What follows belongs to an exercise in optimizing a design on an open flow for small area; a production flow would make more cautious choices.
The RTL was checked by simulation tests, not by an equivalence proof against the original design.
Power is estimated from default activity; no workload was simulated.

### design/flow/design.v
module pong_main
#(
  parameter SCR_W = 1280,
  parameter SCR_H = 720,
  parameter SIM = 1'b0
)
(
  input  wire        CLK,
  input  wire        RST,
  input  wire [10:0] H_CNT,
  input  wire [10:0] V_CNT,
  input  wire        EncA_QA,
  input  wire        EncA_QB,
  input  wire        EncB_QA,
  input  wire        EncB_QB,
  output wire [7:0]  RED,
  output wire [7:0]  GREEN,
  output wire [7:0]  BLUE,
  output wire [3:0]  LED
);
  function [11:0] add11;             
    input [10:0] a, b;
    integer i;
    reg c;
    begin
      c = 1'b0;
      for (i = 0; i < 11; i = i + 1) begin
        add11[i] = a[i] ^ b[i] ^ c;
        c = (a[i] & b[i]) | ((a[i] ^ b[i]) & c);
      end
      add11[11] = c;
    end
  endfunction
  function [11:0] add11c;            
    input [10:0] a, b;
    input        ci;
    integer i;
    reg c;
    begin
      c = ci;
      for (i = 0; i < 11; i = i + 1) begin
        add11c[i] = a[i] ^ b[i] ^ c;
        c = (a[i] & b[i]) | ((a[i] ^ b[i]) & c);
      end
      add11c[11] = c;
    end
  endfunction
  function [10:0] addk11;            
    input [10:0] a;
    input        en, dn;
    integer i;
    reg c, k;
    begin
      c = 1'b0;
      for (i = 0; i < 11; i = i + 1) begin
        k = (i == 0) ? en : (en & dn);
        addk11[i] = a[i] ^ k ^ c;
        c = (a[i] & k) | ((a[i] ^ k) & c);
      end
    end
  endfunction
  function [6:0] addk7;              
    input [6:0] a;
    input       en, dn;
    integer i;
    reg c, k;
    begin
      c = 1'b0;
      for (i = 0; i < 7; i = i + 1) begin
        k = (i == 0) ? en : (en & dn);
        addk7[i] = a[i] ^ k ^ c;
        c = (a[i] & k) | ((a[i] ^ k) & c);
      end
    end
  endfunction
  function [8:0] mul5;               
    input [6:0] a;
    integer i;
    reg c;
    reg [8:0] x, y;
    begin
      x = {2'b00, a};
      y = {a, 2'b00};
      c = 1'b0;
      for (i = 0; i < 9; i = i + 1) begin
        mul5[i] = x[i] ^ y[i] ^ c;
        c = (x[i] & y[i]) | ((x[i] ^ y[i]) & c);
      end
    end
  endfunction
  function [3:0] addk4;              
    input [3:0] a;
    input       en;
    integer i;
    reg c;
    begin
      c = en;
      for (i = 0; i < 4; i = i + 1) begin
        addk4[i] = a[i] ^ c;
        c = c & a[i];
      end
    end
  endfunction
  function gec12;                    
    input [11:0] x, k;
    integer i;
    reg ge;
    begin
      ge = 1'b1;
      for (i = 0; i < 12; i = i + 1)
        ge = k[i] ? (x[i] & ge) : (x[i] | ge);
      gec12 = ge;
    end
  endfunction
  function win;                      
    input [10:0] y;
    input [11:0] a;
    win = gec12({1'b0, y}, a - 12'd7) & ~gec12({1'b0, y}, a + 12'd8);
  endfunction
  localparam [3:0] START = 4'd0, RLM = 4'd1, LRM = 4'd2, LRUL = 4'd3,
                   LRUR = 4'd4, LRL = 4'd5, TBR = 4'd6, BTR = 4'd7,
                   RLL = 4'd8, BTL = 4'd9;
  reg [10:0] lf;           
  reg [3:0]  hb;           
  reg [10:0] bhn;          
  reg [6:0]  jl, jr;       
  reg        apre, bpre;
  reg [3:0]  seg;
  reg [4:0]  u;            
  reg        mv;           
  wire [10:0] bh = ~bhn;
  wire start = (seg == START);
  wire [11:0] sh = ~add11(~H_CNT, bh);
  wire in_h = gec12(sh, 12'd2041) & ~gec12(sh, 12'd2056);
  wire cp   = (seg == LRL) | (seg == TBR) | (seg == BTL);              
  wire [11:0] y2s = add11c(V_CNT, bh ^ {11{cp}}, cp);
  wire [10:0] y2 = y2s[10:0];
  wire w_lrul = win(y2, 12'd379);
  wire w_r    = win(y2, 12'd1624);
  wire w_btr  = win(y2, 12'd1081);
  wire w_lrl  = win(y2, 12'd341);
  wire w_tbr  = win(y2, 12'd1689);
  wire w_btl  = win(y2, 12'd1846);
  wire bh_btr_lo = gec12({1'b0, bh}, 12'd1074) & ~gec12({1'b0, bh}, 12'd1082);   
  wire bh_btr_hi = gec12({1'b0, bh}, 12'd1082) & ~gec12({1'b0, bh}, 12'd1089);   
  wire bh_btl_lo = gec12({1'b0, bh}, 12'd202) & ~gec12({1'b0, bh}, 12'd210);
  wire bh_btl_hi = gec12({1'b0, bh}, 12'd195) & ~gec12({1'b0, bh}, 12'd202);
  wire vsmall = (V_CNT[10:3] == 8'd0);
  reg in_v;
  always @(*) begin
    case (seg)
      LRUL:       in_v = w_lrul;
      LRUR, RLL:  in_v = w_r;
      BTR:        in_v = w_btr & ~bh_btr_lo & ~(bh_btr_hi & vsmall);
      LRL:        in_v = w_lrl;
      TBR:        in_v = w_tbr;
      BTL:        in_v = w_btl & ~bh_btl_lo & ~(bh_btl_hi & vsmall);
      default:    in_v = gec12({1'b0, V_CNT}, 12'd353) & ~gec12({1'b0, V_CNT}, 12'd368);
    endcase
  end
  wire ball = in_h & in_v & (bhn[10:3] != 8'hFF);
  wire top  = (V_CNT == 11'd0) | (V_CNT == 11'd719);
  wire [6:0]  jp = H_CNT[10] ? jr : jl;
  wire [8:0]  t5 = mul5(jp);
  wire [11:0] sp = ~add11(~V_CNT, {2'b00, t5});
  wire pcol = (H_CNT == 11'd3) | (H_CNT == 11'd11) | (H_CNT == 11'd1272) | (H_CNT == 11'd1280);
  wire pad  = pcol & gec12(sp, 12'd2138) & ~gec12(sp, 12'd2319);
  wire white = ball | top;
  assign RED   = {8{white | pad}};
  assign GREEN = {8{white}};
  assign BLUE  = {8{white}};
  wire lf_z    = (lf[9:0] == 10'd0);
  wire lf_wrap = lf[10] & lf_z;
  always @(posedge CLK or posedge RST)
    if (RST) begin
      lf <= 11'd0;
      hb <= 4'd0;
    end else begin
      lf <= {lf[9:0], lf[10] ^ lf[8] ^ lf_z};
      hb <= addk4(hb, lf_wrap);
    end
  assign LED = hb;
  wire a_fall = apre & ~EncA_QA;
  wire b_fall = bpre & ~EncB_QA;
  wire jl_max = jl[6] & jl[3];                        
  wire jl_min = (jl == 7'd0);
  wire jr_max = jr[6] & jr[3];
  wire jr_min = (jr == 7'd0);
  wire a_en = a_fall & ~(EncA_QB ? jl_min : jl_max);
  wire b_en = b_fall & ~(EncB_QB ? jr_min : jr_max);
  always @(posedge CLK or posedge RST)
    if (RST) begin
      apre <= 1'b0;
      bpre <= 1'b0;
      jl   <= 7'd36;
      jr   <= 7'd36;
    end else begin
      apre <= EncA_QA;
      bpre <= EncB_QA;
      jl   <= addk7(jl, a_en, EncA_QB);
      jr   <= addk7(jr, b_en, EncB_QB);
    end
  wire l_top = gec12({5'd0, jl}, 12'd37) & ~gec12({5'd0, jl}, 12'd55);
  wire l_bot = gec12({5'd0, jl}, 12'd18) & ~gec12({5'd0, jl}, 12'd36);
  wire l_mid = (jl == 7'd36);
  wire r_top = gec12({5'd0, jr}, 12'd37) & ~gec12({5'd0, jr}, 12'd55);
  wire r_bot = gec12({5'd0, jr}, 12'd18) & ~gec12({5'd0, jr}, 12'd36);
  reg       go_start, stay;
  reg [3:0] nseg;
  always @(*) begin
    go_start = 1'b0;
    stay     = 1'b0;
    nseg     = seg;
    case (seg)
      RLM:  if (bh == 11'd0) go_start = 1'b1;
            else if (bh == 11'd19) begin
              if (l_bot)      nseg = LRL;
              else if (l_top) nseg = LRUL;
              else if (l_mid) nseg = LRM;
            end
      LRM:  if (bh == 11'd1271) go_start = 1'b1;
            else if (bh == 11'd1264) begin
              if (r_top)      nseg = LRUR;
              else if (r_bot) nseg = RLL;
            end
      LRUL: if (bh == 11'd369) nseg = TBR;
      LRL:  if (bh == 11'd370) nseg = BTR;
      RLL:  if (bh == 11'd913) nseg = BTL;
      BTL:  if (bh == 11'd8) go_start = 1'b1;
      TBR:  if (bh == 11'd1272) go_start = 1'b1;
            else stay = 1'b1;
      default:                        
            if (bh == 11'd1272) go_start = 1'b1;
    endcase
  end
  wire u_z   = (u[3:0] == 4'd0);
  wire step  = ~start & ~mv & u[4] & u_z;
  wire left  = (seg == RLM) | (seg == RLL) | (seg == BTL);
  wire h_en  = step | (mv & stay);
  wire [10:0] bhn_step = addk11(bhn, h_en, ~left);
  always @(posedge CLK or posedge RST)
    if (RST) begin
      seg <= START;
      u   <= 5'd0;
      mv  <= 1'b0;
      bhn <= ~11'd640;
    end else begin
      bhn <= (mv & go_start) ? ~11'd640 : bhn_step;
      if (start)
        seg <= RLM;
      else if (mv) begin
        if (go_start) begin
          seg <= START;
          mv  <= 1'b0;
        end else if (!stay) begin
          seg <= nseg;
          mv  <= 1'b0;
        end
      end else begin
        u  <= {u[3:0], u[4] ^ u[2] ^ u_z};
        mv <= step;
      end
    end
endmodule
### design/flow/flow/run.sh
#!/bin/bash
set -euo pipefail
export BUFFER_PORTS_ARGS="-buffer_cell sky130_fd_sc_hd__buf_1"
export CTS_ARGS="-sink_clustering_enable -repair_clock_nets -dont_use_dummy_load -buf_list sky130_fd_sc_hd__clkbuf_8 -sink_clustering_size 16 -sink_clustering_max_diameter 100"
bash standard.sh > standard.log 2>&1
### design/flow/standard.sh
#!/bin/bash
# synth_recipe.tcl (not shown) runs the flow's synth.tcl, then flattens the netlist and writes it again
# the make line also repeats each setting of config.mk as NAME=value (left out here)
make -C /OpenROAD-flow-scripts/flow DESIGN_CONFIG=/design/flow/config.mk WORK_HOME=/design/flow/orfs CLKGATE_MAP_FILE= SYNTH_SCRIPT=/design/flow/synth_recipe.tcl "${@:-finish}"
### design/flow/config.mk
export PLATFORM = sky130hd
export DESIGN_NAME = pong_main
export DESIGN_NICKNAME = pong_main
export VERILOG_FILES = /design/flow/design.v
export SDC_FILE = /design/flow/constraint.sdc
export NUM_CORES = 4
export LEC_CHECK = 0
export CAP_MARGIN = 20
export CORE_MARGIN = 2
export CORE_UTILIZATION = 40
export SLEW_MARGIN = 20
### design/flow/constraint.sdc
create_clock -name core_clock -period 10.0 [get_ports {CLK}]
set_input_delay 2.0000 -clock core_clock [delete_from_list [all_inputs] [get_ports {CLK}]]
set_output_delay 2.0000 -clock core_clock [all_outputs]
set_load 0.01 [all_outputs]
==> out/qor.yml, run 1 <==
die:
  ioPinCount: 56
  die_w_um: 113
  rows: 39
  die_y_um: 113
  core-area_um2: 11500
  die_area_um2: 12800
  start_util_pct: 41.2
logic_synthesis:
  synthArstFlopShare_pct: 100
  synth_area_leaders: "fa_1, dfrtp_1, dfstp_2, inv_1, buf_4"
  synth_ff_type: "dfrtp_1"
  synth_seq_cells: 52
  avgSynthCellArea_um2: 9.73
  yosysMostFrequentCell: "inv_1"
  synthTopCellsByCount: "inv_1, fa_1, dfrtp_1"
  synth_edf_count: 0
  synth_top_area_cell: "fa_1"
  synth.distinct_cells: 70
  postSynthCellCount: 488
  synth-seq-area-share_pct: 27.8
  synthesis.area_um2: 4750
  ys_warn_count: 1
  synth_top_area_share_pct: 21.1
  syn-num-nets: 578
global_routing:
  met2_usage_pct: 28.0
  antenna_found_initial: 0
  grt_pass1_wl_um: 18700
  met1_usage_pct: 28.0
  grt_max_degree: 53
  grt_pass1_vias: 3709
  grt_overflow: 0
  grt_use_met3_pct: 1.98
  busiest_layer: "met2"
  grt_usage_pct: 18.3
final_layout:
  n_antenna_cell: 0
  final_core_util_pct: 43.3
  area_delta_synth_final_pct: 5.17
  nets: 604
  fillers: 1148
  stdcell_count: 655
  drive_gt1_share_pct: 7.23
cts:
  post_cts_buffers: 0
  ctsResizeCount: 0
  cts-root-buf: "clkbuf_8"
  cts_made_buffers: 5
  insertion_delay_ns: 0.31
  clkTransAtPathRegs_ns: 0.09
  cts-htree-levels: 2
  cts.hold.buffers_added: 0
  clk_path_buf_depth: 2
  clkSinkCount: 52
  cts_tree: "built"
critical_path:
  crit_type: "in2out"
  worst_setup_path_start_kind: "primary input"
  end_kind: "output port"
  rr_worst_depth: 20
  r2r-end: "bhn[9]$_DFF_PP0_"
  critPathArrivalTime_ns: 7.52
  rr_startpoint: "bhn[4]$_DFF_PP1_"
  r2r_slack_ns: 4.38
  worstPathRequired_ns: 8.00
  path_max_fanout: 16
routing:
  drt_iter0_drc: 368
  vias_per_cell: 5.53
  vias: 3623
  postRouteAntennaNets: 0
  routedWlPerCell_um: 16.4
  drcViolationCount: 0
  first_pass_iters: 23
  wirelength_um: 10800
hold_path:
  hold_class: "reg2reg"
  whs_path_depth: 0
  whs_endpoint: "lf[2]$_DFF_PP0_"
  min_from: "lf[1]$_DFF_PP0_"
timing:
  setup_slack_ns: 0.484
  relSlewSlack_pct: 42.0
  setup_viol: 0
  rsz0062_at_grt: "false"
  tightest_slew_ns: 0.869
  slew_viol_final: 0
  period_share_pct: 95.2
  clock_skew_ns: 0.0270
  min_period_ns: 9.52
  setup_tns_ns: 0
  hold_violations: 0
  fmax_ghz: 0.105
job:
  maxCapViolCount: 0
power:
  p_leak_nw: 2.06
  p_total_w: 0.000869
  p_per_area_nw_per_um2: 174
  ir_drop_v: 0.000118
placed_design:
  io_buffers: 55
  dp_cells: 650
  hpwl_um: 8650
  dp_worst_setup_slack_ns: 0.489
  place.gp.congestion: 0.824
status:
  outcome: "no timing/DRC/antenna violations"
cell usage in the layout (no fill, tap or decap), types with 6 or more instances in the layout:
master    count
buf_1        55
nor4_1       13
nand2b_1     17
ha_1         12
nand3_1      11
xor2_1       10
xnor2_1      15
nand4_1      10
fa_1         50
nor3_1       20
inv_1        55
dfrtp_1      39
a21oi_1      20
o21ai_0       9
dfstp_2      13
mux2_2        6
nor2_1       25
nand2_1      25
a31oi_1       8
mux2i_1       6
power by group:
| group | internal [W] | leakage [nW] | switching [W] |
|---|---|---|---|
| Clock | 0.0000453 | 0.0359 | 0.0000637 |
| Sequential | 0.000248 | 0.613 | 0.0000621 |
| Combinational | 0.000208 | 1.41 | 0.000242 |
critical path: stages:
cell and delay [ns]:
buf_1 0.15, nor2_1 0.12, a21oi_1 0.06, fa_1 0.39, fa_1 0.38, fa_1 0.38, fa_1 0.40, fa_1 0.36
inv_1 0.07, fa_1 0.16, inv_1 0.05, fa_1 0.38, fa_1 0.41, fa_1 0.52, nor3_1 0.21, and4_1 0.22
o31ai_1 0.07, a311o_1 0.33, a31oi_1 0.19, o21ai_1 0.12, nand2_1 0.33, buf_1 0.20
logic make-up after synthesis:
logic type               count (synthesis)  synth area share, %
AO/OA/AOI/OAI                           75                 10.8
XOR/XNOR                                25                 4.61
adder cells (fa/ha/maj)                 63                 24.5
buffers and inverters                   96                 9.49
flip-flops                              52                 27.8
multiplexers                            15                 3.40
AND/OR/NAND/NOR                        162                 19.5
per-layer routing:
| layer | share of wire [%] | wire, µm | up-vias |
|---|---|---|---|
| met5 | 0 | 0 | - |
| met4 | 1.2 | 124 | 0 |
| met3 | 5.1 | 544 | 9 |
| met2 | 45 | 4860 | 115 |
| met1 | 49 | 5240 | 1770 |
| li1 | - | - | 1729 |
worst max path at each step:
stage | startpoint | to | slack (ns) | depth (start not counted)
after floorplan | H_CNT[10] | RED[1] | 0.98 | 20
after global placement | V_CNT[0] | BLUE[0] | 0.55 | 22
after detailed placement | H_CNT[0] | BLUE[3] | 0.49 | 22
after CTS | V_CNT[0] | BLUE[3] | 0.46 | 22
after global routing | H_CNT[0] | GREEN[2] | 0.08 | 22
final | V_CNT[0] | BLUE[3] | 0.48 | 22
final cells by class:
type                    count  area (µm²)  area share [%]
repair buffers             59         236            4.74
multi-input cells         340        2980            59.7
flip-flops and latches     52        1320            26.4
inverters                  56         211            4.24
well taps                 143         179            3.58
clock buffers               5        68.8            1.38
per-stage QoR:
step                      cell area, µm²  hold slack [ns]
after floorplan                     4750            0.354
after global placement              4920            0.364
after detailed placement            4920            0.366
after CTS                           4990            0.392
after global routing                4990            0.412
final                               4990            0.392
sequential cells by signal, summed over array words and instances, names as in the netlist:
name	count
bhn	11
lf	11
jl	7
jr	7
u	5
hb	4
seg	4
apre	1
bpre	1
mv	1
==> run 2, diff against run 1 <==
==> design/flow/flow/run.sh (replaced) <==
#!/bin/bash
# Layout flow: the standard flow (standard.sh), with three changes.
#  1. After the standard synthesis, its combinational logic is optimised
#     further; flip-flops (names and cells), full adders and half adders are
#     kept.  polarity.py picks the polarity of each full adder so that fewer
#     inverters sit between adders, ports and flip-flops; remap.sh re-maps the
#     remaining gates with ABC for area.  The result is proven equivalent to
#     the standard netlist (flip-flops cut, SAT on a miter) before it replaces
#     it; if anything fails the standard netlist is kept.
#  2. The port buffers are the smallest buffer (buf_1) instead of the default
#     choice (a delay cell).
#  3. Clock tree synthesis uses clkbuf_8 buffers and no dummy loads.
# Each tool writes its full output to its own log file in this folder.
set -euo pipefail
export BUFFER_PORTS_ARGS="-buffer_cell sky130_fd_sc_hd__buf_1"
export CTS_ARGS="-sink_clustering_enable -repair_clock_nets -dont_use_dummy_load -buf_list sky130_fd_sc_hd__clkbuf_8 -sink_clustering_size 16 -sink_clustering_max_diameter 100"

bash standard.sh synth > standard_synth.log 2>&1

R=orfs/results/${FLOW_PLATFORM}/pong_main/base
LIB=${FLOW_HOME}/platforms/${FLOW_PLATFORM}/lib/sky130_fd_sc_hd__tt_025C_1v80.lib
YOSYS=$(dirname "${FLOW_HOME}")/tools/install/yosys/bin/yosys
mkdir -p opt
cp "$R/1_2_yosys.v" opt/standard.v

optimise() {
  python3 flow/polarity.py opt/standard.v opt/polarity.v > opt/polarity.log 2>&1
  bash flow/remap.sh opt/polarity.v opt/remap.v "$LIB" "$YOSYS" > opt/remap_sh.log 2>&1
  python3 flow/cutff.py opt/standard.v opt/standard_cut.v > opt/cutff.log 2>&1
  python3 flow/cutff.py opt/remap.v opt/remap_cut.v >> opt/cutff.log 2>&1
  cat > opt/equiv.ys <<EOT
read_liberty -ignore_miss_func $LIB
read_verilog opt/standard_cut.v
rename pong_main gold
read_verilog opt/remap_cut.v
rename pong_main gate
flatten gold gate
miter -equiv -flatten -make_outputs gold gate miter
hierarchy -top miter
sat -verify -prove trigger 0 miter
EOT
  "$YOSYS" -l opt/equiv.log opt/equiv.ys > /dev/null 2>&1
  grep -q 'SUCCESS' opt/equiv.log
  # same flip-flops, by name and cell
  diff <(grep -o 'sky130_fd_sc_hd__df[a-z0-9_]* *[^ (]*' opt/standard.v | sort) \
       <(grep -o 'sky130_fd_sc_hd__df[a-z0-9_]* *[^ (]*' opt/remap.v | sort) > opt/ff_diff.log
}

if optimise; then
  cp opt/remap.v "$R/1_2_yosys.v"
  rm -f "$R/1_synth.odb" "$R/1_synth.sdc"
  echo "optimised netlist used" > opt/status.txt
else
  echo "optimisation failed; standard netlist kept" > opt/status.txt
fi

bash standard.sh > standard.log 2>&1
==> design/flow/flow/cutff.py (new file) <==
#!/usr/bin/env python3
"""Cut every flip-flop out of a mapped netlist: its outputs become inputs of
the module and its inputs outputs of it, named after the flip-flop, so that
two netlists with the same flip-flops can be checked for combinational
equivalence.  usage: cutff.py IN.v OUT.v"""
import re, sys
src = open(sys.argv[1]).read()
inst_re = re.compile(r'^(\s*)(sky130_fd_sc_hd__df\w+)\s+(\\\S+\s|\S+)\s*\((.*?)\);', re.S | re.M)
pin_re = re.compile(r'\.(\w+)\(([^()]*)\)')
ports, decls, assigns = [], [], []
def esc(x): return x + ' ' if x.startswith('\\') else x
def rep(m):
    name = re.sub(r'[^A-Za-z0-9_]', '_', m.group(3).strip().lstrip('\\'))
    for pin, net in pin_re.findall(m.group(4)):
        net = net.strip()
        p = 'ff_%s_%s' % (name, pin)
        ports.append(p)
        if pin in ('Q', 'Q_N'):
            decls.append('  input %s;' % p); assigns.append('  assign %s = %s;' % (esc(net), p))
        else:
            decls.append('  output %s;' % p); assigns.append('  assign %s = %s;' % (p, esc(net)))
    return ''
src = inst_re.sub(rep, src)
m = re.search(r'module\s+(\S+)\s*\((.*?)\);', src, re.S)
src = src[:m.end(2)] + ', ' + ', '.join(ports) + src[m.end(2):]
i = src.index(';', src.index('module')) + 1
src = src[:i] + '\n' + '\n'.join(decls) + '\n' + src[i:]
j = src.rindex('endmodule')
src = src[:j] + '\n'.join(assigns) + '\n' + src[j:]
open(sys.argv[2], 'w').write(src)
==> design/flow/flow/polarity.py (new file) <==
#!/usr/bin/env python3
"""Choose a polarity for each full adder cell of a mapped netlist.

A full adder is self-dual: fa(~a, ~b, ~c) = ~fa(a, b, c).  Synthesis leaves
inverters between adder cells, and between adders and ports or flip-flops,
where the chosen polarity of neighbouring adders disagrees.  This script
picks, per adder, whether to use the inverted form so that as few such
"hard" inverters as possible are needed, then writes the netlist with the
flipped adders wrapped in inverters; a following logic re-mapping removes
the inverter pairs this creates.

usage: polarity.py IN.v OUT.v
"""
import re, sys, random

src = open(sys.argv[1]).read()
m = re.search(r'^(\s*)(sky130_fd_sc_hd__\w+)\s+(\S+)\s*\(', src, re.M)
head = src[:m.start()]
tail = src[src.rindex('endmodule'):]
body = src[m.start():src.rindex('endmodule')]
inst_re = re.compile(r'\s*(sky130_fd_sc_hd__\w+)\s+(\S+)\s*\((.*?)\);', re.S)
pin_re = re.compile(r'\.(\w+)\(([^()]*)\)')
insts = []
pos = 0
for mm in inst_re.finditer(body):
    assert body[pos:mm.start()].strip() == '', body[pos:mm.start()][:200]
    pos = mm.end()
    pins = {k: v.strip() for k, v in pin_re.findall(mm.group(3))}
    insts.append([mm.group(1), mm.group(2), pins])
assert body[pos:].strip() == ''

OUTS = {'X', 'Y', 'Q', 'Q_N', 'SUM', 'COUT'}
def is_inv(c): return re.search(r'__(inv|clkinv)_\d+$', c) is not None
def is_fa(c): return re.search(r'__fa_\d+$', c) is not None
def is_hard(c): return re.search(r'__(df\w*|fa_\d+|ha_\d+|conb_\d+)$', c) is not None

drv = {}
loads = {}
for i, (c, n, p) in enumerate(insts):
    for k, v in p.items():
        if k in OUTS: drv[v] = (i, k)
        else: loads.setdefault(v, []).append((i, k))

# ports
ports_out = set()
for mm in re.finditer(r'^\s*output\s+(\[(\d+):(\d+)\]\s*)?(\S+);', head, re.M):
    if mm.group(1):
        for b in range(int(mm.group(3)), int(mm.group(2)) + 1): ports_out.add('%s[%d]' % (mm.group(4), b))
    else: ports_out.add(mm.group(4))

def source(net):
    """(root net, parity) following inverters back."""
    par = 0
    while net in drv and is_inv(insts[drv[net][0]][0]):
        net = insts[drv[net][0]][2]['A']; par ^= 1
    return net, par

def root_kind(net):
    if net not in drv: return ('port', None)
    i, k = drv[net]
    c = insts[i][0]
    if is_fa(c): return ('fa', i)
    if is_hard(c): return ('hard', None)
    return ('soft', None)

fas = [i for i, (c, n, p) in enumerate(insts) if is_fa(c)]
# hard sinks: fa inputs, other hard cell inputs, output ports
# constraints: for each hard root net r (kind port/hard/fa), list of (sink fa or None, parity)
groups = {}
for i, (c, n, p) in enumerate(insts):
    if is_inv(c): continue
    if not is_hard(c): continue
    for k, v in p.items():
        if k in OUTS: continue
        r, par = source(v)
        kind, a = root_kind(r)
        if kind == 'soft': continue
        groups.setdefault(r, []).append((a, i if is_fa(c) else None, par))
for po in ports_out:
    r, par = source(po)
    kind, a = root_kind(r)
    if kind == 'soft' or r == po and par == 0: continue
    groups.setdefault(r, []).append((a, None, par))

fl = {i: 0 for i in fas}
def cost(fl):
    t = 0
    for r, lst in groups.items():
        if any(par ^ (fl[a] if a is not None else 0) ^ (fl[b] if b is not None else 0) for a, b, par in lst):
            t += 1
    return t
best = cost(fl)
start = best
improved = True
random.seed(1)
while improved:
    improved = False
    for i in fas:
        fl[i] ^= 1
        c = cost(fl)
        if c < best: best = c; improved = True
        else: fl[i] ^= 1
print('hard inverted nets: %d -> %d, flipped %d of %d adders' % (start, best, sum(fl.values()), len(fas)), file=sys.stderr)

# rewrite
def esc(x):
    return x + ' ' if x.startswith('\\') else x
out = []
k = [0]
def newnet():
    k[0] += 1
    return '_pol%d_' % k[0]
for i, (c, n, p) in enumerate(insts):
    if is_fa(c) and fl[i]:
        newp = {}
        for pin, v in p.items():
            w = newnet()
            if pin in OUTS:
                out.append('  sky130_fd_sc_hd__inv_1 %s_po%s (.A(%s), .Y(%s));' % (n, pin, w, esc(v)))
            else:
                out.append('  sky130_fd_sc_hd__inv_1 %s_pi%s (.A(%s), .Y(%s));' % (n, pin, esc(v), w))
            newp[pin] = w
        p = newp
    out.append('  %s %s (%s);' % (c, esc(n), ', '.join('.%s(%s)' % (a, esc(b)) for a, b in p.items())))
wires = ''.join('  wire _pol%d_;\n' % j for j in range(1, k[0] + 1))
open(sys.argv[2], 'w').write(head + wires + '\n'.join(out) + '\n' + tail)
==> design/flow/flow/remap.sh (new file) <==
#!/bin/bash
# remap.sh IN.v OUT.v LIB YOSYS
# Re-maps the combinational logic of a mapped netlist with ABC, keeping the
# flip-flops, full adders and half adders as they are.
set -euo pipefail
in=$1; out=$2; lib=$3; yosys=$4
ys=$out.ys
{
  echo "read_liberty -ignore_miss_func $lib"
  echo "read_verilog $in"
  echo "hierarchy -top pong_main"
  for c in $(grep -o 'sky130_fd_sc_hd__\(df\|fa_\|ha_\|conb_\)[a-z0-9_]*' "$in" | sort -u); do echo "blackbox $c"; done
  echo "flatten"
  echo "opt_clean -purge"
  echo "abc -liberty $lib -dont_use *lpflow* -dont_use *probe* -script +strash;&get,-n;&deepsyn,-T,20;&put;dch;map,-a;topo"
  echo "opt_clean -purge"
  echo "splitnets"
  echo "opt_clean -purge"
  echo "hilomap -singleton -hicell sky130_fd_sc_hd__conb_1 HI -locell sky130_fd_sc_hd__conb_1 LO"
  echo "insbuf -buf sky130_fd_sc_hd__buf_4 A X"
  echo "opt_clean -purge"
  echo "stat -liberty $lib"
  echo "write_verilog -noattr -noexpr $out"
} > "$ys"
"$yosys" -q -l "$out.log" "$ys" > /dev/null
==> run 2 against run 1 <==
Compared with the run above:
- still clean
- core utilization down 0.57 points
- synthesized cell count up 2.7%
- sequential power down 5%
- largest cell class unchanged
- highest routed layer unchanged
==> out/qor.yml, run 2 <==
status:
  outcome: "no timing/DRC/antenna violations"
critical_path:
  path_buf_inv: 4
  crit_slowest_cell: "fa_1"
  slowest_delay_ns: 0.53
  cp_cell_sequence: "buf_1 > clkinv_1 > ha_1 > clkinv_1 > fa_1 > fa_1 > fa_1 > fa_1 > fa_2 > fa_1 > fa_1 > fa_1 > fa_2 > fa_1 > nand4_1 > o41ai_2 > o221ai_1 > o21ai_2 > a41o_2 > clkbuf_2"
  crit_type: "in2out"
  rr_startpoint: "bhn[8]$_DFF_PP1_"
  path_max_fanout: 8
  cp_common_cell: "fa_1"
  worst_setup_path_start_kind: "primary input"
  cp_top_family: "adder cells"
  end_kind: "output port"
  setup.worst_path.start: "H_CNT[0]"
  worstPathRequired_ns: 8.00
  critPathArrivalTime_ns: 7.63
cts:
  ctsResizeCount: 0
  insertion_delay_ns: 0.31
  clkTransAtPathRegs_ns: 0.09
  cts.hold.buffers_added: 0
  cts_tree: "built"
  post_cts_buffers: 0
  cts-root-buf: "clkbuf_8"
  cts_made_buffers: 5
  clkSinkCount: 52
  cts-htree-levels: 2
  clk_path_buf_depth: 2
die:
  ioPinCount: 56
  die_y_um: 109
  rows: 38
  die_w_um: 109
  core-area_um2: 10800
  start_util_pct: 41.0
  die_area_um2: 12000
final_layout:
  fillers: 1068
  final_common_cell: "clkinv_1"
  drive_gt1_share_pct: 10.4
  multiInputGateArea_um2: 2540
  area_delta_synth_final_pct: 4.34
  nets: 591
  mostFrequentLayoutCells: "clkinv_1, fa_1, buf_1"
  fin_area_um2: 4640
  final_core_util_pct: 42.8
  n_antenna_cell: 0
  top_regs: "bhn x11, lf x11"
  ff_latch_area_um2: 1320
timing:
  hold_violations: 0
  setup_tns_ns: 0
  clock_skew_ns: 0.0241
  min_period_ns: 9.63
  period_share_pct: 96.3
  fmax_ghz: 0.104
  slew_viol_final: 0
  rsz0062_at_grt: "false"
  relSlewSlack_pct: 41.5
  setup_viol: 0
  tightest_slew_ns: 0.876
global_routing:
  grt_overflow: 0
  antenna_found_initial: 0
  grt_usage_pct: 17.8
  grt_pass1_wl_um: 16600
  grt_max_degree: 53
  grt_pass1_vias: 3369
routing:
  vias: 3304
  drt_iter0_drc: 188
  routedWlPerCell_um: 15.2
  first_pass_iters: 4
  vias_per_cell: 5.17
  wirelength_um: 9730
  drcViolationCount: 0
  postRouteAntennaNets: 0
power:
  switching_share_pct: 41.4
  comb_power_share_pct: 48.4
  power.internal_w: 0.000457
  p_total_w: 0.000780
  p_leak_nw: 1.83
  pwr-share-seq_pct: 37.8
  switchingPower_w: 0.000323
  ir_drop_v: 0.000116
  p_per_area_nw_per_um2: 168
  power_frac_clock_pct: 13.8
logic_synthesis:
  postSynthCellCount: 501
  avgSynthCellArea_um2: 8.87
  ys_warn_count: 1
  syn-num-nets: 591
  synthesis.area_um2: 4440
placed_design:
  io_buffers: 55
  post_dp_cell_area_um2: 4530
  hpwl_um: 8120
  place.gp.congestion: 0.874
job:
  maxCapViolCount: 0
hold_path:
  min_from: "lf[2]$_DFF_PP0_"
  hold_class: "reg2reg"
-- run 2: per-layer routing --
layer / vias up / share of wire, % / global-route usage [%]
met4: 0 / 2.5 / 6.51
li1: 1601 / - / -
met5: - / 0 / 0
met1: 1605 / 44 / 23.4
met2: 83 / 49 / 29.8
met3: 15 / 3.9 / 2.90
-- run 2: stage by stage --
stage               hold slack (ns)  worst slack, ns  cells
floorplan                     0.354            0.191    501
global placement              0.361            0.462    634
detailed placement            0.366            0.253    634
CTS                           0.385            0.239    639
global route                  0.402           0.0182    639
finish                        0.382            0.372    639
-- run 2: worst reg2reg max path: cells and delay by family (launching register included) --
family | cells | cell delay [ns]
simple gates | 7 | 1.05
compound gates | 1 | 0.11
flops | 1 | 0.62
fa+ha+maj | 9 | 3.86
buf+inv | 3 | 0.63
-- run 2: final cells by class --
type / count / area share [%]
Multi-Input combinational cell: 310 / 54.9
Sequential cell: 52 / 28.4
Inverter: 73 / 6.02
Timing Repair Buffer: 59 / 5.40
Tap cell: 140 / 3.78
Clock buffer: 5 / 1.48
-- run 2: path summary, 6_finish.rpt --
path | endpoint | slack, ns | cells past startpoint
worst min-delay path | lf[3]$_DFF_PP0_ | 0.38 | 0
min in group asynchronous | hb[3]$_DFF_PP0_ | 1.82 | 2
worst max-delay path | RED[5] | 0.37 | 20
max in group asynchronous | seg[1]$_DFFE_PP0P_ | 7.61 | 2
worst max register to register | bhn[9]$_DFF_PP0_ | 3.66 | 20
worst min register to register | lf[3]$_DFF_PP0_ | 0.38 | 0
-- run 2: power groups by stage --
| stage | logic (W) | clock network (W) | registers (W) |
|---|---|---|---|
| finish | 0.000377 | 0.000108 | 0.000294 |
| global route | 0.000434 | 0.000122 | 0.000303 |
| CTS | 0.000387 | 0.000114 | 0.000295 |
| detailed placement | 0.000385 | 0 | 0.000299 |
| global placement | 0.000367 | 0 | 0.000299 |
| floorplan | 0.000296 | 0 | 0.000282 |
==> run 3, diff against run 2 <==
--- a/design/flow/flow/run.sh
+++ b/design/flow/flow/run.sh
@@ -25,7 +25,24 @@
 
 optimise() {
   python3 flow/polarity.py opt/standard.v opt/polarity.v > opt/polarity.log 2>&1
-  bash flow/remap.sh opt/polarity.v opt/remap.v "$LIB" "$YOSYS" > opt/remap_sh.log 2>&1
+  # a few ABC scripts; the smallest result is used
+  local best="" best_area="" i=0 s a
+  for s in "strash;&get,-n;&deepsyn,-T,20;&put;dch;map,-a;topo" \
+           "strash;&get,-n;&deepsyn,-T,20;&put;dch;map,-a;topo;strash;dch;map,-a;topo" \
+           "strash;&get,-n;&deepsyn,-T,20;&put;dch,-f;map,-a,-B,0;topo" \
+           "strash;dch,-f;map,-a;topo;strash;dch,-f;map,-a;topo"; do
+    i=$((i + 1))
+    if bash flow/remap.sh opt/polarity.v opt/remap$i.v "$LIB" "$YOSYS" "$s" > opt/remap_sh$i.log 2>&1; then
+      a=$(python3 flow/area.py "$LIB" opt/remap$i.v)
+      echo "script $i: $s area $a" >> opt/remap_choice.log
+      if [[ -z "$best" ]] || python3 -c "import sys; sys.exit(0 if $a < $best_area else 1)"; then
+        best=opt/remap$i.v; best_area=$a
+      fi
+    fi
+  done
+  [[ -n "$best" ]]
+  echo "chosen: $best" >> opt/remap_choice.log
+  cp "$best" opt/remap.v
   python3 flow/cutff.py opt/standard.v opt/standard_cut.v > opt/cutff.log 2>&1
   python3 flow/cutff.py opt/remap.v opt/remap_cut.v >> opt/cutff.log 2>&1
   cat > opt/equiv.ys <<EOT
==> design/flow/flow/area.py (new file) <==
#!/usr/bin/env python3
"""Print the total cell area of a mapped netlist.  usage: area.py LIB NETLIST"""
import re, sys
area = {}
cell = None
for line in open(sys.argv[1]):
    m = re.match(r'\s*cell\s*\(\s*"?([\w]+)"?\s*\)', line)
    if m: cell = m.group(1); continue
    m = re.match(r'\s*area\s*:\s*([\d.]+)', line)
    if m and cell and cell not in area: area[cell] = float(m.group(1))
t = open(sys.argv[2]).read()
print('%.4f' % sum(area[c] for c in re.findall(r'^\s*(sky130_fd_sc_hd__\w+)\s+\S+\s*\(', t, re.M)))
--- a/design/flow/flow/remap.sh
+++ b/design/flow/flow/remap.sh
@@ -1,9 +1,10 @@
 #!/bin/bash
-# remap.sh IN.v OUT.v LIB YOSYS
+# remap.sh IN.v OUT.v LIB YOSYS [ABC_SCRIPT]
 # Re-maps the combinational logic of a mapped netlist with ABC, keeping the
 # flip-flops, full adders and half adders as they are.
 set -euo pipefail
 in=$1; out=$2; lib=$3; yosys=$4
+script=${5:-"strash;&get,-n;&deepsyn,-T,20;&put;dch;map,-a;topo"}
 ys=$out.ys
 {
   echo "read_liberty -ignore_miss_func $lib"
@@ -12,7 +13,7 @@
   for c in $(grep -o 'sky130_fd_sc_hd__\(df\|fa_\|ha_\|conb_\)[a-z0-9_]*' "$in" | sort -u); do echo "blackbox $c"; done
   echo "flatten"
   echo "opt_clean -purge"
-  echo "abc -liberty $lib -dont_use *lpflow* -dont_use *probe* -script +strash;&get,-n;&deepsyn,-T,20;&put;dch;map,-a;topo"
+  echo "abc -liberty $lib -dont_use *lpflow* -dont_use *probe* -script +$script"
   echo "opt_clean -purge"
   echo "splitnets"
   echo "opt_clean -purge"
==> run 3 against run 2 <==
Compared with the run above:
- worst hold slack got worse by 0.0053 ns
- maximum frequency rose by 0.69%
- clock power barely moved
- global-route usage fell by 0.70 points
- non-clock buffer count fell by 2
- critical path depth rose by 2
- worst setup slack improved by 0.066 ns
- synthesized cell count rose by 0.40%
- sequential power rose by 1%
==> out/qor.yml, run 3 <==
placed_design:
  io_buffers: 55
  dp_worst_setup_slack_ns: 0.471
  dp_cells: 634
  place.gp.congestion: 0.914
  hpwl_um: 7680
routing:
  wirelength_um: 9420
  postRouteAntennaNets: 0
  routedWlPerCell_um: 14.7
  vias: 3281
  drt_iter0_drc: 191
  vias_per_cell: 5.13
  first_pass_iters: 4
  drcViolationCount: 0
global_routing:
  grt_max_degree: 53
  grt_usage_pct: 17.1
  antenna_found_initial: 0
  grt_overflow: 0
  grt_pass1_vias: 3247
  grt_pass1_wl_um: 15900
critical_path:
  setup.worst_path.start: "V_CNT[0]"
  worst_setup_path_start_kind: "primary input"
  critPathArrivalTime_ns: 7.56
  crit_type: "in2out"
  worstPathRequired_ns: 8.00
  end_kind: "output port"
  path_max_fanout: 16
  rr_startpoint: "bhn[8]$_DFF_PP1_"
job:
  maxCapViolCount: 0
logic_synthesis:
  avgSynthCellArea_um2: 8.83
  postSynthCellCount: 503
  ys_warn_count: 1
  synthesis.area_um2: 4440
  syn-num-nets: 593
die:
  die_w_um: 109
  core-area_um2: 10800
  start_util_pct: 41.0
  rows: 38
  ioPinCount: 56
  die_area_um2: 12000
  die_y_um: 109
timing:
  clock_skew_ns: 0.0354
  fmax_ghz: 0.105
  setup_slack_ns: 0.438
  relSlewSlack_pct: 41.1
  period_share_pct: 95.6
  setup_viol: 0
  rsz0062_at_grt: "false"
  setup_tns_ns: 0
  hold_violations: 0
  slew_viol_final: 0
  tightest_slew_ns: 0.883
  min_period_ns: 9.56
final_layout:
  final_common_cell: "clkinv_1"
  fillers: 1046
  area_delta_synth_final_pct: 3.35
  n_antenna_cell: 0
  top_regs: "bhn x11, lf x11"
  drive_gt1_share_pct: 7.62
  mostFrequentLayoutCells: "clkinv_1, buf_1, nor2_1"
  nets: 591
  stdcell_count: 639
cts:
  cts_made_buffers: 5
  insertion_delay_ns: 0.31
  cts-root-buf: "clkbuf_8"
  post_cts_buffers: 0
  cts_tree: "built"
  clk_path_buf_depth: 2
  clkSinkCount: 52
  clkTransAtPathRegs_ns: 0.11
  cts-htree-levels: 2
hold_path:
  hold_class: "reg2reg"
  min_from: "lf[6]$_DFF_PP0_"
power:
  p_leak_nw: 1.81
  ir_drop_v: 0.000114
  p_per_area_nw_per_um2: 173
status:
  outcome: "no timing/DRC/antenna violations"
run 3: worst paths after layout:
| path | to | slack [ns] | cells after the start |
|---|---|---|---|
| max reg2reg | bhn[10]$_DFF_PP1_ | 3.38 | 23 |
| max in group asynchronous | bhn[7]$_DFF_PP0_ | 7.62 | 2 |
| max | GREEN[4] | 0.44 | 22 |
| min in group asynchronous | jl[0]$_DFF_PP0_ | 1.80 | 2 |
| min | lf[7]$_DFF_PP0_ | 0.38 | 0 |
| min reg2reg | lf[7]$_DFF_PP0_ | 0.38 | 0 |
run 3: worst max-delay path, cell delays in order:
cell,delay [ns]
buf_1,0.11
nor2_1,0.15
a21oi_1,0.08
fa_1,0.40
fa_1,0.38
fa_1,0.39
fa_1,0.39
fa_1,0.39
fa_1,0.40
fa_1,0.39
fa_1,0.39
fa_1,0.59
nand4_1,0.12
nor4_1,0.30
a31oi_1,0.08
o31ai_1,0.20
nand2_1,0.08
nand3_1,0.10
nand4_1,0.09
o311ai_1,0.12
buf_4,0.25
buf_1,0.16
run 3: per-layer routing:
layer,up-vias,track usage (%),routed length [µm]
met3,11,2.37,456
met2,94,28.4,4560
met4,0,5.33,187
li1,1608,-,-
met5,-,0,0
met1,1568,23.4,4210
run 3: stage by stage:
stage	power [W]	instance area [µm²]	utilization, %	hold WS [ns]
global placement	0.000682	4510	41.6	0.362
detailed placement	0.000693	4510	41.6	0.367
CTS	0.000804	4580	42.2	0.376
global route	0.000875	4590	42.3	0.381
floorplan	0.000591	4440	-	0.354
finish	0.000793	4590	42.3	0.376
run 3: area by class of cell:
type	count	area [µm²]	area share, %
multi-input combinational	314	2540	55.3
sequential	52	1320	28.7
inverter	71	268	5.84
timing repair buffer	57	223	4.85
tap	140	175	3.82
clock buffer	5	68.8	1.50
run 3: repair_timing:
| action | 4_1_cts | 5_1_grt |
|---|---|---|
| gates resized for setup | 0 | 1 |
| endpoints found under the setup margin | 0 | 8 |
| hold buffers | 0 | 0 |
run 3: power breakdown:
group / leakage, nW / switching [W] / internal, W
logic: 1.16 / 0.000219 / 0.000167
registers: 0.614 / 0.0000501 / 0.000248
clock network: 0.0359 / 0.0000635 / 0.0000454
total: 1.81 / 0.000332 / 0.000461
==> run 4, diff against run 3 <==
--- a/design/flow/design.v
+++ b/design/flow/design.v
@@ -31,20 +31,6 @@
       add11[11] = c;
     end
   endfunction
-  function [11:0] add11c;            
-    input [10:0] a, b;
-    input        ci;
-    integer i;
-    reg c;
-    begin
-      c = ci;
-      for (i = 0; i < 11; i = i + 1) begin
-        add11c[i] = a[i] ^ b[i] ^ c;
-        c = (a[i] & b[i]) | ((a[i] ^ b[i]) & c);
-      end
-      add11c[11] = c;
-    end
-  endfunction
   function [10:0] addk11;            
     input [10:0] a;
     input        en, dn;
@@ -111,11 +97,6 @@
         ge = k[i] ? (x[i] & ge) : (x[i] | ge);
       gec12 = ge;
     end
-  endfunction
-  function win;                      
-    input [10:0] y;
-    input [11:0] a;
-    win = gec12({1'b0, y}, a - 12'd7) & ~gec12({1'b0, y}, a + 12'd8);
   endfunction
   localparam [3:0] START = 4'd0, RLM = 4'd1, LRM = 4'd2, LRUL = 4'd3,
                    LRUR = 4'd4, LRL = 4'd5, TBR = 4'd6, BTR = 4'd7,
@@ -130,35 +111,29 @@
   reg        mv;           
   wire [10:0] bh = ~bhn;
   wire start = (seg == START);
-  wire [11:0] sh = ~add11(~H_CNT, bh);
-  wire in_h = gec12(sh, 12'd2041) & ~gec12(sh, 12'd2056);
-  wire cp   = (seg == LRL) | (seg == TBR) | (seg == BTL);              
-  wire [11:0] y2s = add11c(V_CNT, bh ^ {11{cp}}, cp);
-  wire [10:0] y2 = y2s[10:0];
-  wire w_lrul = win(y2, 12'd379);
-  wire w_r    = win(y2, 12'd1624);
-  wire w_btr  = win(y2, 12'd1081);
-  wire w_lrl  = win(y2, 12'd341);
-  wire w_tbr  = win(y2, 12'd1689);
-  wire w_btl  = win(y2, 12'd1846);
-  wire bh_btr_lo = gec12({1'b0, bh}, 12'd1074) & ~gec12({1'b0, bh}, 12'd1082);   
-  wire bh_btr_hi = gec12({1'b0, bh}, 12'd1082) & ~gec12({1'b0, bh}, 12'd1089);   
-  wire bh_btl_lo = gec12({1'b0, bh}, 12'd202) & ~gec12({1'b0, bh}, 12'd210);
-  wire bh_btl_hi = gec12({1'b0, bh}, 12'd195) & ~gec12({1'b0, bh}, 12'd202);
-  wire vsmall = (V_CNT[10:3] == 8'd0);
-  reg in_v;
+  reg        cm, cinv;
+  reg [10:0] A;
   always @(*) begin
     case (seg)
-      LRUL:       in_v = w_lrul;
-      LRUR, RLL:  in_v = w_r;
-      BTR:        in_v = w_btr & ~bh_btr_lo & ~(bh_btr_hi & vsmall);
-      LRL:        in_v = w_lrl;
-      TBR:        in_v = w_tbr;
-      BTL:        in_v = w_btl & ~bh_btl_lo & ~(bh_btl_hi & vsmall);
-      default:    in_v = gec12({1'b0, V_CNT}, 12'd353) & ~gec12({1'b0, V_CNT}, 12'd368);
+      LRUL:    begin cm = 1'b1; cinv = 1'b1; A = 11'd380;  end   
+      LRUR:    begin cm = 1'b1; cinv = 1'b1; A = 11'd1625; end   
+      RLL:     begin cm = 1'b1; cinv = 1'b1; A = 11'd1625; end   
+      BTR:     begin cm = 1'b1; cinv = 1'b1; A = 11'd1082; end   
+      LRL:     begin cm = 1'b1; cinv = 1'b0; A = 11'd341;  end   
+      TBR:     begin cm = 1'b1; cinv = 1'b0; A = 11'd1689; end   
+      BTL:     begin cm = 1'b1; cinv = 1'b0; A = 11'd1846; end   
+      default: begin cm = 1'b0; cinv = 1'b0; A = 11'd360;  end   
     endcase
   end
-  wire ball = in_h & in_v & (bhn[10:3] != 8'hFF);
+  wire [10:0] bvx = {11{cm}} & (bh ^ {11{cinv}});
+  wire [11:0] bvs = add11(A, bvx);
+  wire [10:0] bv  = bvs[10:0];
+  wire [10:0] bvn = ~bv;
+  wire [11:0] sh = ~add11(~H_CNT, bh);
+  wire [11:0] sv = ~add11(~V_CNT, bv);
+  wire in_h = gec12(sh, 12'd2041) & ~gec12(sh, 12'd2056);
+  wire in_v = gec12(sv, 12'd2041) & ~gec12(sv, 12'd2056);
+  wire ball = in_h & in_v & (bhn[10:3] != 8'hFF) & (bvn[10:3] != 8'hFF);
   wire top  = (V_CNT == 11'd0) | (V_CNT == 11'd719);
   wire [6:0]  jp = H_CNT[10] ? jr : jl;
   wire [8:0]  t5 = mul5(jp);
==> run 4 against run 3 <==
Compared with the run above:
- largest cell class unchanged
- critical path type is now reg2out
- cell count down 2.3%
- clock-buffer cell count unchanged
- via count down 1.6%
- clock skew down 0.015 ns
==> out/qor.yml, run 4 <==
cts:
  cts-root-buf: "clkbuf_8"
  clk_path_buf_depth: 2
  cts_made_buffers: 5
  cts_tree: "built"
  clkSinkCount: 52
  cts.hold.buffers_added: 0
  clkTransAtPathRegs_ns: 0.10
  cts-htree-levels: 2
  insertion_delay_ns: 0.32
logic_synthesis:
  syn-num-nets: 598
  ys_warn_count: 1
  postSynthCellCount: 496
  avgSynthCellArea_um2: 9.12
  synthesis.area_um2: 4520
routing:
  drt_iter0_drc: 153
  postRouteAntennaNets: 0
  vias_per_cell: 5.18
  first_pass_iters: 4
  wirelength_um: 9360
  routedWlPerCell_um: 15.0
  vias: 3230
  drcViolationCount: 0
timing:
  fmax_ghz: 0.103
  min_period_ns: 9.68
  relSlewSlack_pct: 41.4
  tightest_slew_ns: 0.872
  clock_skew_ns: 0.0208
  period_share_pct: 96.8
  setup_viol: 0
  slew_viol_final: 0
  rsz0062_at_grt: "false"
  hold_violations: 0
  setup_tns_ns: 0
global_routing:
  grt_pass1_vias: 3067
  grt_max_degree: 53
  grt_pass1_wl_um: 15200
  antenna_found_initial: 0
  grt_usage_pct: 16.4
  grt_overflow: 0
status:
  outcome: "no timing/DRC/antenna violations"
hold_path:
  hold_class: "reg2reg"
job:
  maxCapViolCount: 0
die:
  rows: 38
  start_util_pct: 41.4
  ioPinCount: 56
  core-area_um2: 10900
  die_area_um2: 12200
  die_y_um: 110
  die_w_um: 110
critical_path:
  worstPathRequired_ns: 8.00
  crit_type: "reg2out"
  path_max_fanout: 10
  critPathArrivalTime_ns: 7.68
  worst_setup_path_start_kind: "register"
  end_kind: "output port"
power:
  power.internal_w: 0.000447
  p_total_w: 0.000773
  ir_drop_v: 0.000168
  power_frac_clock_pct: 14.1
  p_per_area_nw_per_um2: 159
  switching_share_pct: 42.1
  comb_power_share_pct: 47.3
  pwr-share-seq_pct: 38.6
  switchingPower_w: 0.000326
  p_leak_nw: 2.02
final_layout:
  area_delta_synth_final_pct: 7.72
  final_common_cell: "clkinv_1"
  nets: 588
  stdcell_count: 624
  n_antenna_cell: 0
  mostFrequentLayoutCells: "clkinv_1, fa_1, nand2_1"
  drive_gt1_share_pct: 20.9
  top_regs: "bhn x11, lf x11"
placed_design:
  place.gp.congestion: 0.861
  io_buffers: 55
  dp_cells: 612
  hpwl_um: 7700
[run 4: cell type report]
| class | instances | area, µm² |
|---|---|---|
| repair buffers | 68 | 359 |
| clock buffers | 5 | 68.8 |
| fillers | 1064 | 6060 |
| flip-flops and latches | 52 | 1320 |
| multi-input cells | 295 | 2700 |
| well taps | 140 | 175 |
| inverters | 64 | 251 |
[run 4: timing repair]
item,CTS,global route
hold endpoints to repair,0,0
endpoints found under the setup margin,24,24
cloned,0,1
pin swaps,3,9
resized for setup,14,29
buffers inserted,4,2
[run 4: per-layer routing]
layer / global-route usage (%) / up-vias / share of wire [%]
li1: - / 1549 / -
met1: 21.9 / 1586 / 45
met2: 27.7 / 84 / 49
met3: 2.12 / 11 / 4.4
met4: 5.63 / 0 / 1.8
met5: 0 / - / 0
[run 4: worst max-delay path: stages, from the launching register on]
cell and delay [ns]:
dfrtp_2 0.44, clkinv_1 0.18, a21oi_1 0.32, nor2_2 0.12, nor2_4 0.18, inv_4 0.06
nor2_4 0.18, nor2_4 0.10, o21ai_2 0.17, ha_2 0.19, clkinv_2 0.05, fa_2 0.33
fa_2 0.35, fa_2 0.36, fa_2 0.36, fa_2 0.35, fa_2 0.34, fa_2 0.34
fa_2 0.36, fa_1 0.53, fa_2 0.38, fa_1 0.57, nand3b_1 0.10, o41ai_2 0.29
nand3_1 0.16, o22ai_4 0.25, a41o_4 0.18, buf_2 0.14
[run 4: power by group through the flow]
stage | registers [W] | clock network, W | logic (W)
floorplan | 0.000285 | 0 | 0.000301
global placement | 0.000301 | 0 | 0.000359
detailed placement | 0.000301 | 0 | 0.000368
CTS | 0.000297 | 0.000114 | 0.000370
global route | 0.000305 | 0.000121 | 0.000429
finish | 0.000298 | 0.000109 | 0.000366
[run 4: worst paths after layout]
check,start,endpoint,slack (ns),depth (start not counted)
setup reg to reg,seg[2]$_DFFE_PP0P_,bhn[10]$_DFF_PP1_,3.88,22
hold / removal,lf[4]$_DFF_PP0_,lf[5]$_DFF_PP0_,0.38,0
hold reg to reg,lf[4]$_DFF_PP0_,lf[5]$_DFF_PP0_,0.38,0
max in group asynchronous,RST,seg[2]$_DFFE_PP0P_,7.70,3
min in group asynchronous,RST,hb[1]$_DFF_PP0_,1.80,3
setup / recovery,seg[3]$_DFFE_PP0P_,RED[7],0.32,27
[run 4: through the flow]
| stage | instance area, µm² | worst slack, ns | utilization [%] | hold WS (ns) |
|---|---|---|---|---|
| after floorplan | 4650 | -0.184 | - | 0.354 |
| after global placement | 4650 | 0.295 | 42.5 | 0.361 |
| after detailed placement | 4650 | 0.0760 | 42.5 | 0.367 |
| after CTS | 4780 | 0.000925 | 43.7 | 0.390 |
| after global routing | 4870 | 0.00690 | 44.5 | 0.403 |
| final | 4870 | 0.323 | 44.5 | 0.385 |
==> run 5, diff against run 4 <==
--- a/design/flow/design.v
+++ b/design/flow/design.v
@@ -31,6 +31,20 @@
       add11[11] = c;
     end
   endfunction
+  function [11:0] add11c;            
+    input [10:0] a, b;
+    input        ci;
+    integer i;
+    reg c;
+    begin
+      c = ci;
+      for (i = 0; i < 11; i = i + 1) begin
+        add11c[i] = a[i] ^ b[i] ^ c;
+        c = (a[i] & b[i]) | ((a[i] ^ b[i]) & c);
+      end
+      add11c[11] = c;
+    end
+  endfunction
   function [10:0] addk11;            
     input [10:0] a;
     input        en, dn;
@@ -97,6 +111,11 @@
         ge = k[i] ? (x[i] & ge) : (x[i] | ge);
       gec12 = ge;
     end
+  endfunction
+  function win;                      
+    input [10:0] y;
+    input [11:0] a;
+    win = gec12({1'b0, y}, a - 12'd7) & ~gec12({1'b0, y}, a + 12'd8);
   endfunction
   localparam [3:0] START = 4'd0, RLM = 4'd1, LRM = 4'd2, LRUL = 4'd3,
                    LRUR = 4'd4, LRL = 4'd5, TBR = 4'd6, BTR = 4'd7,
@@ -111,29 +130,34 @@
   reg        mv;           
   wire [10:0] bh = ~bhn;
   wire start = (seg == START);
-  reg        cm, cinv;
-  reg [10:0] A;
+  wire [11:0] sh = ~add11(~H_CNT, bh);
+  wire in_h = gec12(sh, 12'd2041) & ~gec12(sh, 12'd2056);
+  wire cp   = (seg == LRL) | (seg == TBR) | (seg == BTL);              
+  wire [11:0] y2s = add11c(V_CNT, bh ^ {11{cp}}, cp);
+  wire [10:0] y2 = y2s[10:0];
+  wire w_lrul = win(y2, 12'd379);
+  wire w_r    = win(y2, 12'd1624);
+  wire w_btr  = win(y2, 12'd1081);
+  wire w_lrl  = win(y2, 12'd341);
+  wire w_tbr  = win(y2, 12'd1689);
+  wire w_btl  = win(y2, 12'd1846);
+  wire bh_btr_lo = gec12({1'b0, bh}, 12'd1074) & ~gec12({1'b0, bh}, 12'd1082);   
+  wire bh_btr_hi = gec12({1'b0, bh}, 12'd1082) & ~gec12({1'b0, bh}, 12'd1089);   
+  wire bh_btl_lo = gec12({1'b0, bh}, 12'd202) & ~gec12({1'b0, bh}, 12'd210);
+  wire bh_btl_hi = gec12({1'b0, bh}, 12'd195) & ~gec12({1'b0, bh}, 12'd202);
+  reg in_v;
   always @(*) begin
     case (seg)
-      LRUL:    begin cm = 1'b1; cinv = 1'b1; A = 11'd380;  end   
-      LRUR:    begin cm = 1'b1; cinv = 1'b1; A = 11'd1625; end   
-      RLL:     begin cm = 1'b1; cinv = 1'b1; A = 11'd1625; end   
-      BTR:     begin cm = 1'b1; cinv = 1'b1; A = 11'd1082; end   
-      LRL:     begin cm = 1'b1; cinv = 1'b0; A = 11'd341;  end   
-      TBR:     begin cm = 1'b1; cinv = 1'b0; A = 11'd1689; end   
-      BTL:     begin cm = 1'b1; cinv = 1'b0; A = 11'd1846; end   
-      default: begin cm = 1'b0; cinv = 1'b0; A = 11'd360;  end   
+      LRUL:       in_v = w_lrul;
+      LRUR, RLL:  in_v = w_r;
+      BTR:        in_v = w_btr & ~bh_btr_lo & ~(bh_btr_hi & ~V_CNT[10]);
+      LRL:        in_v = w_lrl;
+      TBR:        in_v = w_tbr;
+      BTL:        in_v = w_btl & ~bh_btl_lo & ~(bh_btl_hi & ~V_CNT[10]);
+      default:    in_v = gec12({1'b0, V_CNT}, 12'd353) & ~gec12({1'b0, V_CNT}, 12'd368);
     endcase
   end
-  wire [10:0] bvx = {11{cm}} & (bh ^ {11{cinv}});
-  wire [11:0] bvs = add11(A, bvx);
-  wire [10:0] bv  = bvs[10:0];
-  wire [10:0] bvn = ~bv;
-  wire [11:0] sh = ~add11(~H_CNT, bh);
-  wire [11:0] sv = ~add11(~V_CNT, bv);
-  wire in_h = gec12(sh, 12'd2041) & ~gec12(sh, 12'd2056);
-  wire in_v = gec12(sv, 12'd2041) & ~gec12(sv, 12'd2056);
-  wire ball = in_h & in_v & (bhn[10:3] != 8'hFF) & (bvn[10:3] != 8'hFF);
+  wire ball = in_h & in_v & (bhn[10:3] != 8'hFF);
   wire top  = (V_CNT == 11'd0) | (V_CNT == 11'd719);
   wire [6:0]  jp = H_CNT[10] ? jr : jl;
   wire [8:0]  t5 = mul5(jp);
--- a/design/flow/flow/run.sh
+++ b/design/flow/flow/run.sh
@@ -24,27 +24,38 @@
 cp "$R/1_2_yosys.v" opt/standard.v
 
 optimise() {
-  python3 flow/polarity.py opt/standard.v opt/polarity.v > opt/polarity.log 2>&1
-  # a few ABC scripts; the smallest result is used
-  local best="" best_area="" i=0 s a
-  for s in "strash;&get,-n;&deepsyn,-T,20;&put;dch;map,-a;topo" \
-           "strash;&get,-n;&deepsyn,-T,20;&put;dch;map,-a;topo;strash;dch;map,-a;topo" \
-           "strash;&get,-n;&deepsyn,-T,20;&put;dch,-f;map,-a,-B,0;topo" \
-           "strash;dch,-f;map,-a;topo;strash;dch,-f;map,-a;topo"; do
-    i=$((i + 1))
-    if bash flow/remap.sh opt/polarity.v opt/remap$i.v "$LIB" "$YOSYS" "$s" > opt/remap_sh$i.log 2>&1; then
-      a=$(python3 flow/area.py "$LIB" opt/remap$i.v)
-      echo "script $i: $s area $a" >> opt/remap_choice.log
-      if [[ -z "$best" ]] || python3 -c "import sys; sys.exit(0 if $a < $best_area else 1)"; then
-        best=opt/remap$i.v; best_area=$a
-      fi
+  python3 flow/polarity.py opt/standard.v opt/polarity.v > opt/polarity.log 2>&1 || return 1
+  # several ABC scripts (and random seeds), run side by side; the smallest
+  # result is used
+  local scripts=(
+    "strash;&get,-n;&deepsyn,-T,30,-S,1;&put;dch;map,-a;topo;strash;dch;map,-a;topo"
+    "strash;&get,-n;&deepsyn,-T,30,-S,2;&put;dch;map,-a;topo;strash;dch;map,-a;topo"
+    "strash;&get,-n;&deepsyn,-T,30,-S,3;&put;dch;map,-a;topo;strash;dch;map,-a;topo"
+    "strash;&get,-n;&deepsyn,-T,30,-S,4;&put;dch,-f;map,-a,-B,0;topo"
+    "strash;&get,-n;&deepsyn,-T,30,-S,5;&put;dch;map,-a;topo"
+    "strash;&get,-n;&deepsyn,-T,30,-S,6;&put;dch;map,-a;topo;strash;dch;map,-a;topo"
+    "strash;&get,-n;&deepsyn,-T,30,-S,7;&put;dch;map,-a;topo;strash;dch;map,-a;topo"
+    "strash;&get,-n;&deepsyn,-T,30,-S,8;&put;dch,-f;map,-a,-B,0;topo"
+  )
+  local best="" best_area="" i a
+  for i in "${!scripts[@]}"; do
+    bash flow/remap.sh opt/polarity.v opt/remap$i.v "$LIB" "$YOSYS" "${scripts[$i]}" > opt/remap_sh$i.log 2>&1 &
+    if (( i % 4 == 3 )); then wait; fi
+  done
+  wait
+  for i in "${!scripts[@]}"; do
+    [[ -s opt/remap$i.v ]] || continue
+    a=$(python3 flow/area.py "$LIB" opt/remap$i.v) || continue
+    echo "script $i: ${scripts[$i]} area $a" >> opt/remap_choice.log
+    if [[ -z "$best" ]] || python3 -c "import sys; sys.exit(0 if $a < $best_area else 1)"; then
+      best=opt/remap$i.v; best_area=$a
     fi
   done
-  [[ -n "$best" ]]
+  [[ -n "$best" ]] || return 1
   echo "chosen: $best" >> opt/remap_choice.log
-  cp "$best" opt/remap.v
-  python3 flow/cutff.py opt/standard.v opt/standard_cut.v > opt/cutff.log 2>&1
-  python3 flow/cutff.py opt/remap.v opt/remap_cut.v >> opt/cutff.log 2>&1
+  cp "$best" opt/remap.v || return 1
+  python3 flow/cutff.py opt/standard.v opt/standard_cut.v > opt/cutff.log 2>&1 || return 1
+  python3 flow/cutff.py opt/remap.v opt/remap_cut.v >> opt/cutff.log 2>&1 || return 1
   cat > opt/equiv.ys <<EOT
 read_liberty -ignore_miss_func $LIB
 read_verilog opt/standard_cut.v
@@ -56,11 +67,11 @@
 hierarchy -top miter
 sat -verify -prove trigger 0 miter
 EOT
-  "$YOSYS" -l opt/equiv.log opt/equiv.ys > /dev/null 2>&1
-  grep -q 'SUCCESS' opt/equiv.log
+  "$YOSYS" -l opt/equiv.log opt/equiv.ys > /dev/null 2>&1 || return 1
+  grep -q 'SUCCESS' opt/equiv.log || return 1
   # same flip-flops, by name and cell
   diff <(grep -o 'sky130_fd_sc_hd__df[a-z0-9_]* *[^ (]*' opt/standard.v | sort) \
-       <(grep -o 'sky130_fd_sc_hd__df[a-z0-9_]* *[^ (]*' opt/remap.v | sort) > opt/ff_diff.log
+       <(grep -o 'sky130_fd_sc_hd__df[a-z0-9_]* *[^ (]*' opt/remap.v | sort) > opt/ff_diff.log || return 1
 }
 
 if optimise; then
==> run 5 against run 4 <==
Compared with the run above:
- critical endpoint is now BLUE[1]
- clock power barely moved
- synthesized cell count down 1.4%
- core utilization fell by 2.2 points
- still clean
- worst setup slack better by 0.15 ns
==> out/qor.yml, run 5 <==
status:
  outcome: "no timing/DRC/antenna violations"
final_layout:
  top_regs: "bhn x11, lf x11"
  drive_gt1_share_pct: 6.98
  n_antenna_cell: 0
  final_core_util_pct: 42.3
  stdcell_count: 627
  nets: 579
  area_delta_synth_final_pct: 3.80
  fin_area_um2: 4550
  mostFrequentLayoutCells: "clkinv_1, buf_1, fa_1"
  final_common_cell: "clkinv_1"
global_routing:
  grt_pass1_vias: 3326
  grt_overflow: 0
  antenna_found_initial: 0
  grt_pass1_wl_um: 16100
  grt_usage_pct: 17.4
  grt_max_degree: 53
critical_path:
  cp_common_cell: "fa_1"
  slowest_delay_ns: 0.41
  end_kind: "output port"
  rr_worst_depth: 25
  worstPathRequired_ns: 8.00
  crit_type: "in2out"
  critPathArrivalTime_ns: 7.52
  path_max_fanout: 16
  setup.worst_path.start: "H_CNT[0]"
  cp_cell_sequence: "buf_1 > clkinv_1 > ha_1 > clkinv_1 > fa_1 > fa_1 > fa_1 > fa_1 > fa_1 > fa_1 > fa_1 > fa_1 > fa_1 > fa_1 > clkinv_1 > nand4_1 > o31ai_1 > o21ai_0 > o41ai_4 > buf_4 > buf_1"
  rr_startpoint: "seg[1]$_DFFE_PP0P_"
  crit_slowest_cell: "fa_1"
  worst_setup_path_start_kind: "primary input"
timing:
  clock_skew_ns: 0.0268
  slew_viol_final: 0
  setup_slack_ns: 0.477
  hold_violations: 0
  tightest_slew_ns: 0.871
  min_period_ns: 9.52
  fmax_ghz: 0.105
  setup_viol: 0
  relSlewSlack_pct: 41.9
  rsz0062_at_grt: "false"
  period_share_pct: 95.2
  setup_tns_ns: 0
die:
  start_util_pct: 40.8
  die_y_um: 109
  core-area_um2: 10700
  die_w_um: 109
  die_area_um2: 11800
  rows: 38
  ioPinCount: 56
logic_synthesis:
  syn-num-nets: 579
  postSynthCellCount: 489
  synthesis.area_um2: 4380
  ys_warn_count: 1
  avgSynthCellArea_um2: 8.96
cts:
  cts_made_buffers: 5
  clk_path_buf_depth: 2
  cts_tree: "built"
  cts-htree-levels: 2
  ctsResizeCount: 0
  cts.hold.buffers_added: 0
  post_cts_buffers: 0
  cts-root-buf: "clkbuf_8"
  clkTransAtPathRegs_ns: 0.10
  insertion_delay_ns: 0.31
  clkSinkCount: 52
placed_design:
  dp_worst_setup_slack_ns: 0.485
  post_dp_cell_area_um2: 4480
  hpwl_um: 7780
  place.gp.congestion: 0.932
  dp_cells: 622
  io_buffers: 55
power:
  pwr-share-seq_pct: 38.6
  p_leak_nw: 1.81
  power_frac_clock_pct: 13.7
  power.internal_w: 0.000451
  p_per_area_nw_per_um2: 171
  switchingPower_w: 0.000326
  switching_share_pct: 41.9
  comb_power_share_pct: 47.6
  ir_drop_v: 0.000168
hold_path:
  min_from: "lf[2]$_DFF_PP0_"
  hold_class: "reg2reg"
  whs_path_depth: 0
routing:
  vias_per_cell: 5.29
  drcViolationCount: 0
  postRouteAntennaNets: 0
  routedWlPerCell_um: 15.1
  drt_iter0_drc: 229
  wirelength_um: 9450
  first_pass_iters: 4
  vias: 3317
job:
  maxCapViolCount: 0
run 5: cell type report:
class	instances	area (µm²)
Clock buffer	5	68.8
Fill cell	1051	6200
Tap cell	140	175
Multi-Input combinational cell	302	2490
Inverter	69	260
Timing Repair Buffer	59	236
Sequential cell	52	1320
run 5: power groups by stage:
stage	Clock, W	Combinational (W)	Sequential (W)
after floorplan	0	0.000310	0.000287
after global placement	0	0.000359	0.000305
after detailed placement	0	0.000377	0.000305
after CTS	0.000112	0.000378	0.000301
after global routing	0.000118	0.000436	0.000308
final	0.000107	0.000370	0.000300
run 5: through the flow:
step | hold WS, ns | total power (W)
4_1_cts | 0.352 | 0.000792
6_report | 0.350 | 0.000777
3_5_place_dp | 0.366 | 0.000682
3_3_place_gp | 0.357 | 0.000663
2_1_floorplan | 0.354 | 0.000597
5_1_grt | 0.372 | 0.000861
run 5: path summary, 6_finish.rpt:
path | slack [ns] | to
max | 0.48 | BLUE[1]
min | 0.35 | lf[3]$_DFF_PP0_
max reg2reg | 3.11 | bhn[10]$_DFF_PP1_
min reg2reg | 0.35 | lf[3]$_DFF_PP0_
max in group asynchronous | 7.64 | mv$_DFFE_PP0N_
min in group asynchronous | 1.81 | hb[0]$_DFF_PP0_
run 5: critical path, delay by kind of cell:
kind,cells,cell delay [ns]
buf+inv,6,0.68
fa+ha+maj,11,4.05
simple gates,1,0.07
compound gates,3,0.71
run 5: per-layer routing:
layer	GRT usage, %	vias to the layer above	wire length, µm
met4	5.95	0	253
met5	0	-	0
met2	29.1	121	4580
li1	-	1572	-
met1	23.2	1608	4060
met3	2.39	16	553

[re-timing with driven ports]
The flow's constraints put no driver on any port. The routed layouts listed below were extracted and timed again, unchanged, in two steps.
Step 1: set_driving_cell puts a clkbuf_16 on CLK and a buf_2 on each other input, an assumption about the parent block.
Step 2 adds t to the input delays and takes it off the output delays; t is the mean of the earliest and latest rising clock arrival at the registers after step 1. Input paths then give back, and output paths get back, about the clock's delay inside the block.
Three values: ideal ports, drivers, drivers and shift; two values: the first two.
| run | shift t [ns] | setup slack, ns | worst data-port slew with drivers (ns) |
|---|---|---|---|
| run 1 | 0.325 | 0.484 / 0.462 / 0.462 | 0.03 |
| run 2 | 0.328 | 0.372 / 0.351 / 0.351 | 0.04 |
| run 3 | 0.331 | 0.438 / 0.416 / 0.416 | 0.03 |
| run 4 | 0.333 | 0.323 / 0.295 / 0.305 | 0.04 |
| run 5 | 0.320 | 0.477 / 0.453 / 0.453 | 0.03 |
After both steps setup and hold are still met in every run listed. For run 5, which loses most, drivers alone change the setup slack by -0.024 ns; drivers and shift together by -0.024 ns.
